Source: an optimization exercise on an open RTL-to-GDS flow (aim: small area). Production flows keep margins and buffers that such runs may drop.
Function was checked by simulation only, so behaviour that the tests miss may differ from the original.
No driver is modelled on the clock port, so clock power and skew are understated where the tree is cut down; a real chip needs a root buffer or a tree.
Power and IR drop assume default switching activity.

Design cla64_reg, start of the top module:
module cla64_reg(
	input	wire		clk,
	input	wire	[63:0]	A,
	input	wire	[63:0]	B,
	input	wire		Cin,
	output	reg	[63:0]	S,
	output	reg		Cout
);
	wire	[64:0]	sum;
	reg	[64:0]	sum_r;
Carry_Look_Ahead_64bit u_add(.A(A), .B(B), .Cin(Cin), .S(sum[63:0]), .Cout(sum[64]));
always @(posedge clk) begin
	sum_r <= sum;
	{Cout, S} <= sum_r;
end
endmodule
Size: ~480 cells after synthesis, ~130 flip-flops, roughly 200 I/O pins, ~5000 um2 of cells after synthesis.
clock: 3.0 ns
lec_check: 0
abc_clock_period_in_ps: 3000
cap_margin: 20
core_margin: 2
core_utilization: 60
gpl_timing_driven: 0
place_density: 0.8
slew_margin: 20
synth_hierarchical: 1
synth_minimum_keep_size: 0
standard.sh (not shown) runs the stock make flow with config.mk's settings and CLKGATE_MAP_FILE= SYNTH_SCRIPT=/design/flow/synth_recipe.tcl, a recipe that flattens the netlist after the stock synthesis.
==> flow/flow/run.sh <==
#!/bin/bash
# Standard ORFS layout (the standard.sh) with changes that only affect
# how the layout is built:
#  - after floorplanning, every combinational cell is swapped for the
#    smallest cell of its family (downsize.tcl); the flow's timing repair
#    then sizes up only the cells that need it,
#  - port buffers use the smallest buffer cell,
#  - the clock tree is a balanced two-level tree of small clock buffers
#    (mycts.tcl, through ORFS's PRE_CTS_TCL hook) instead of TritonCTS's,
#  - after global routing, cells on paths with slack are downsized
#    (ORFS's power recovery step).
set -euo pipefail
here=$(pwd)
export BUFFER_PORTS_ARGS="-buffer_cell sky130_fd_sc_hd__buf_1"
export PRE_CTS_TCL=$here/flow/cts_hook.tcl
export MYCTS_DIR=$here/flow
export MYCTS_NX=3 MYCTS_NY=4
export MYCTS_LEAF=sky130_fd_sc_hd__clkbuf_4 MYCTS_ROOT=sky130_fd_sc_hd__clkbuf_4
export RECOVER_POWER=100
bash standard.sh floorplan > flow_make_floorplan.log 2>&1
res=$here/orfs/results/$FLOW_PLATFORM/cla64_reg/base
cp $res/2_floorplan.odb $res/2_floorplan_synth_sizes.odb
ODB_IN=$res/2_floorplan_synth_sizes.odb ODB_OUT=$res/2_floorplan.odb \
  openroad -no_init -exit flow/downsize.tcl > downsize.log 2>&1
bash standard.sh > flow_make.log 2>&1
Other scripts of this flow, unchanged in this note and not shown: flow/flow/cts_hook.tcl, flow/flow/downsize.tcl, flow/flow/mycts.tcl
The first run completed without violations.
Edit:
Settings changed: PLACE_DENSITY 0.8 to not set.
Effect:
- The new run finished clean
- worst setup slack loses 0.050 ns
- maximum frequency drops by 1.8%
- cell count is unchanged
- sequential power hardly moves
- clock skew falls by 0.0082 ns
- routed wire length goes down by 5.2%
- final area barely changes
- global-route usage came out lower by 1.3 points
- die area is unchanged
Edit:
Settings changed: CORE_UTILIZATION 60 to 66.
Cell area does not change.
Power is higher by 0.41%.
Synthesized cell count is unchanged.
Combinational power is about the same.
Clock skew grows by 0.0056 ns.
Die area is lower by 8.7%.
Sequential share of layout area stays the same.
Global-route usage goes up by 3.0 points.
Routed wire length rises by 5.8%.
Maximum frequency went down by 1.1%.
Edit:
Settings changed: CORE_UTILIZATION 66 to 60, GPL_TIMING_DRIVEN 0 to 1.
Result: The new run went through all stages and came out clean. First-iteration DRC count falls by 47%. Via count rose by 2.0%. Global-route usage came out lower by 1.7 points. Clock power barely changes. Total power grows by 1.7%. Register-to-register slack hardly moves. Area after synthesis does not change. Cell count increases by 5.3%. Synthesized cell count stays the same.
No run of this note takes its clock network from TritonCTS; it comes from the design's own scripts or RTL.

========
cla64_reg again, from the RTL that the note above started with.
Settings: LEC_CHECK=0, ABC_CLOCK_PERIOD_IN_PS=3000, CAP_MARGIN=20, CORE_MARGIN=2, CORE_UTILIZATION=60, GPL_TIMING_DRIVEN=0, SLEW_MARGIN=20, SYNTH_HIERARCHICAL=1, SYNTH_MINIMUM_KEEP_SIZE=0; clock period 3.0 ns.
==> flow/flow/run.sh <==
#!/bin/bash
# Standard ORFS layout (the standard.sh) with changes that only affect
# how the layout is built:
#  - after floorplanning, every combinational cell is swapped for the
#    smallest cell of its family (downsize.tcl); the flow's timing repair
#    then sizes up only the cells that need it,
#  - port buffers use the smallest buffer cell,
#  - the clock tree uses small clock buffers and no dummy loads,
#  - after global routing, cells on paths with slack are downsized
#    (ORFS's power recovery step).
set -euo pipefail
export BUFFER_PORTS_ARGS="-buffer_cell sky130_fd_sc_hd__buf_1"
export CTS_ARGS="-sink_clustering_enable -repair_clock_nets -buf_list sky130_fd_sc_hd__clkbuf_8 -sink_clustering_size 30 -sink_clustering_max_diameter 200 -dont_use_dummy_load"
export RECOVER_POWER=100
here=$(pwd)
bash standard.sh floorplan > flow_make_floorplan.log 2>&1
res=$here/orfs/results/$FLOW_PLATFORM/cla64_reg/base
cp $res/2_floorplan.odb $res/2_floorplan_synth_sizes.odb
ODB_IN=$res/2_floorplan_synth_sizes.odb ODB_OUT=$res/2_floorplan.odb \
  openroad -no_init -exit flow/downsize.tcl > downsize.log 2>&1
bash standard.sh > flow_make.log 2>&1
==> flow/flow/downsize.tcl <==
# Swap every combinational cell of the synthesized netlist for the smallest
# cell of its family (same function, lower drive strength), so that later
# timing repair sizes up only the cells that need it.
# usage: openroad -exit downsize.tcl   (env ODB_IN, ODB_OUT)
read_db $::env(ODB_IN)
set db [ord::get_db]
set block [ord::get_db_block]
array set best {}
foreach lib [$db getLibs] {
  foreach m [$lib getMasters] {
    set n [$m getName]
    if {![regexp {^(sky130_fd_sc_hd__[a-z0-9]+)_([0-9]+)$} $n -> base drive]} { continue }
    set a [expr {[$m getWidth] * [$m getHeight]}]
    if {![info exists best($base)] || $a < [lindex $best($base) 1]} {
      set best($base) [list $m $a]
    }
  }
}
set n 0
foreach inst [$block getInsts] {
  set m [$inst getMaster]
  set name [$m getName]
  if {![regexp {^(sky130_fd_sc_hd__[a-z0-9]+)_([0-9]+)$} $name -> base drive]} { continue }
  if {[string match "*df*" $base] || [string match "*clk*" $base] || [string match "*tap*" $base]} { continue }
  set a [expr {[$m getWidth] * [$m getHeight]}]
  set b $best($base)
  if {[lindex $b 1] < $a} {
    $inst swapMaster [lindex $b 0]
    incr n
  }
}
puts "downsize: swapped $n instances"
write_db $::env(ODB_OUT)
The starting point completed with no timing, DRC or antenna violations.
Next try:
--- a/flow/flow/run.sh
+++ b/flow/flow/run.sh
@@ -11,5 +11,5 @@
 set -euo pipefail
 export BUFFER_PORTS_ARGS="-buffer_cell sky130_fd_sc_hd__buf_1"
-export CTS_ARGS="-sink_clustering_enable -repair_clock_nets -buf_list sky130_fd_sc_hd__clkbuf_8 -sink_clustering_size 30 -sink_clustering_max_diameter 200 -dont_use_dummy_load"
+export CTS_ARGS="-sink_clustering_enable -repair_clock_nets -buf_list sky130_fd_sc_hd__clkbuf_16 -sink_clustering_size 60 -sink_clustering_max_diameter 300 -dont_use_dummy_load"
 export RECOVER_POWER=100
 here=$(pwd)
The new run produced a clean layout.
Worst hold slack is about the same.
Synthesized cell count stays the same.
Wire length increases by 2.9%.
Non-clock buffer count does not change.
Next try:
==> flow/flow/run.sh (replaced) <==
#!/bin/bash
# Standard ORFS layout (the standard.sh) with three changes that only
# affect how the layout is built:
#  - port buffers use the smallest buffer cell,
#  - the clock tree uses small clock buffers and no dummy loads,
#  - after global routing, cells on paths with slack are downsized
#    (ORFS's power recovery step).
set -euo pipefail
export BUFFER_PORTS_ARGS="-buffer_cell sky130_fd_sc_hd__buf_1"
export CTS_ARGS="-sink_clustering_enable -repair_clock_nets -buf_list sky130_fd_sc_hd__clkbuf_4 -sink_clustering_size 16 -dont_use_dummy_load"
export RECOVER_POWER=100
bash standard.sh > flow_make.log 2>&1
removed: flow/flow/downsize.tcl
The changed run completed with no timing, DRC or antenna violations.
Register-to-register slack is about the same.
Total power came out lower by about 18%.
Die area is unchanged.
Non-clock buffer count came out lower by 4.
Global-route usage came out lower by 1.0 points.
Area after synthesis does not change.
Sequential power hardly moves.
Via count came out lower by about 2%.
Cell count came out lower by about 0.5%.
Next try:
==> flow/flow/run.sh (replaced) <==
#!/bin/bash
# Standard ORFS layout (the standard.sh) with changes that only affect
# how the layout is built:
#  - after floorplanning, every combinational cell is swapped for the
#    smallest cell of its family (downsize.tcl); the flow's timing repair
#    then sizes up only the cells that need it,
#  - port buffers use the smallest buffer cell,
#  - the clock tree uses small clock buffers and no dummy loads,
#  - after global routing, cells on paths with slack are downsized
#    (ORFS's power recovery step).
set -euo pipefail
export BUFFER_PORTS_ARGS="-buffer_cell sky130_fd_sc_hd__buf_1"
export CTS_ARGS="-sink_clustering_enable -repair_clock_nets -buf_list sky130_fd_sc_hd__clkbuf_4 -dont_use_dummy_load"
export RECOVER_POWER=100
here=$(pwd)
bash standard.sh floorplan > flow_make_floorplan.log 2>&1
res=$here/orfs/results/$FLOW_PLATFORM/cla64_reg/base
cp $res/2_floorplan.odb $res/2_floorplan_synth_sizes.odb
ODB_IN=$res/2_floorplan_synth_sizes.odb ODB_OUT=$res/2_floorplan.odb \
  openroad -no_init -exit flow/downsize.tcl > downsize.log 2>&1
bash standard.sh > flow_make.log 2>&1
==> flow/flow/downsize.tcl (new file) <==
# Swap every combinational cell of the synthesized netlist for the smallest
# cell of its family (same function, lower drive strength), so that later
# timing repair sizes up only the cells that need it.
# usage: openroad -exit downsize.tcl   (env ODB_IN, ODB_OUT)
read_db $::env(ODB_IN)
set db [ord::get_db]
set block [ord::get_db_block]
array set best {}
foreach lib [$db getLibs] {
  foreach m [$lib getMasters] {
    set n [$m getName]
    if {![regexp {^(sky130_fd_sc_hd__[a-z0-9]+)_([0-9]+)$} $n -> base drive]} { continue }
    set a [expr {[$m getWidth] * [$m getHeight]}]
    if {![info exists best($base)] || $a < [lindex $best($base) 1]} {
      set best($base) [list $m $a]
    }
  }
}
set n 0
foreach inst [$block getInsts] {
  set m [$inst getMaster]
  set name [$m getName]
  if {![regexp {^(sky130_fd_sc_hd__[a-z0-9]+)_([0-9]+)$} $name -> base drive]} { continue }
  if {[string match "*df*" $base] || [string match "*clk*" $base] || [string match "*tap*" $base]} { continue }
  set a [expr {[$m getWidth] * [$m getHeight]}]
  set b $best($base)
  if {[lindex $b 1] < $a} {
    $inst swapMaster [lindex $b 0]
    incr n
  }
}
puts "downsize: swapped $n instances"
write_db $::env(ODB_OUT)
Settings changed: CORE_UTILIZATION 60 to 80.
After rerunning: Now the flow stopped in global routing with GRT-0116. Synthesized cell count does not change. Synthesized area stays the same.
Next try:
Settings changed: CORE_UTILIZATION 80 to 60.
=>
- This time the run went through all stages and came out clean
- synthesized area is unchanged
- synthesized cell count does not change
Next try:
==> flow/flow/run.sh (replaced) <==
#!/bin/bash
# Standard ORFS layout (the standard.sh) with three changes that only
# affect how the layout is built:
#  - port buffers use the smallest buffer cell,
#  - the clock tree uses small clock buffers and no dummy loads,
#  - after global routing, cells on paths with slack are downsized
#    (ORFS's power recovery step).
set -euo pipefail
export BUFFER_PORTS_ARGS="-buffer_cell sky130_fd_sc_hd__buf_1"
export CTS_ARGS="-sink_clustering_enable -repair_clock_nets -buf_list sky130_fd_sc_hd__clkbuf_4 -dont_use_dummy_load"
export RECOVER_POWER=100
bash standard.sh > flow_make.log 2>&1
removed: flow/flow/downsize.tcl
Wire length increases by 0.70%.
Design area increases by 1.7%.
Global-route usage increases by 0.32 points.
Critical path depth stays the same.
Clock-buffer cell count is unchanged.
Worst hold slack gets better by 0.0030 ns.
Power increases by 0.83%.
Via count increases by 0.32%.

port drivers added, routing unchanged:
How much do the figures lean on ideal ports? The routed layouts below were timed once more, with nothing changed but the port constraints.
Step 1: set_driving_cell puts a clkbuf_16 on clk and a buf_2 on each other input, an assumption about the parent block.
Step 2 moves the port delays by t, midway between the first and last clock arrival at a register: inputs arrive t later, outputs are due t later. That takes back most of the time a late clock gives input paths.
Three values: ideal ports, drivers, drivers and shift; two values: the first two.
run	t, ns	slack for setup (ns)	hold WS [ns]	worst register clock-pin slew, ns
the first run of note 1	0.516	0.286 / 0.294 / -0.221	0.321 / 0.321 / 0.321	0.11 / 0.11
the second run of note 1	0.504	0.236 / 0.237 / -0.267	0.332 / 0.332 / 0.332	0.11 / 0.11
the third run of note 1	0.504	0.205 / 0.205 / -0.299	0.328 / 0.328 / 0.328	0.12 / 0.12
the fourth run of note 1	0.504	0.214 / 0.225 / -0.278	0.329 / 0.329 / 0.329	0.11 / 0.11
the first run of note 2	0.436	0.171 / 0.173 / -0.263	0.310 / 0.310 / 0.310	0.07 / 0.07
the second run of note 2	0.420	0.127 / 0.141 / -0.280	0.313 / 0.313 / 0.313	0.05 / 0.05
the third run of note 2	0.495	0.259 / 0.263 / -0.233	0.311 / 0.311 / 0.311	0.10 / 0.10
the fifth run of note 2	0.494	0.243 / 0.243 / -0.251	0.308 / 0.308 / 0.308	0.10 / 0.10
the sixth run of note 2	0.495	0.259 / 0.263 / -0.233	0.311 / 0.311 / 0.311	0.10 / 0.10
Met with ideal ports but missed after step 2: setup timing in every run listed. The setup slack of the first run of note 1, which loses most, moves by +0.008 ns with the drivers and by -0.507 ns with both steps.
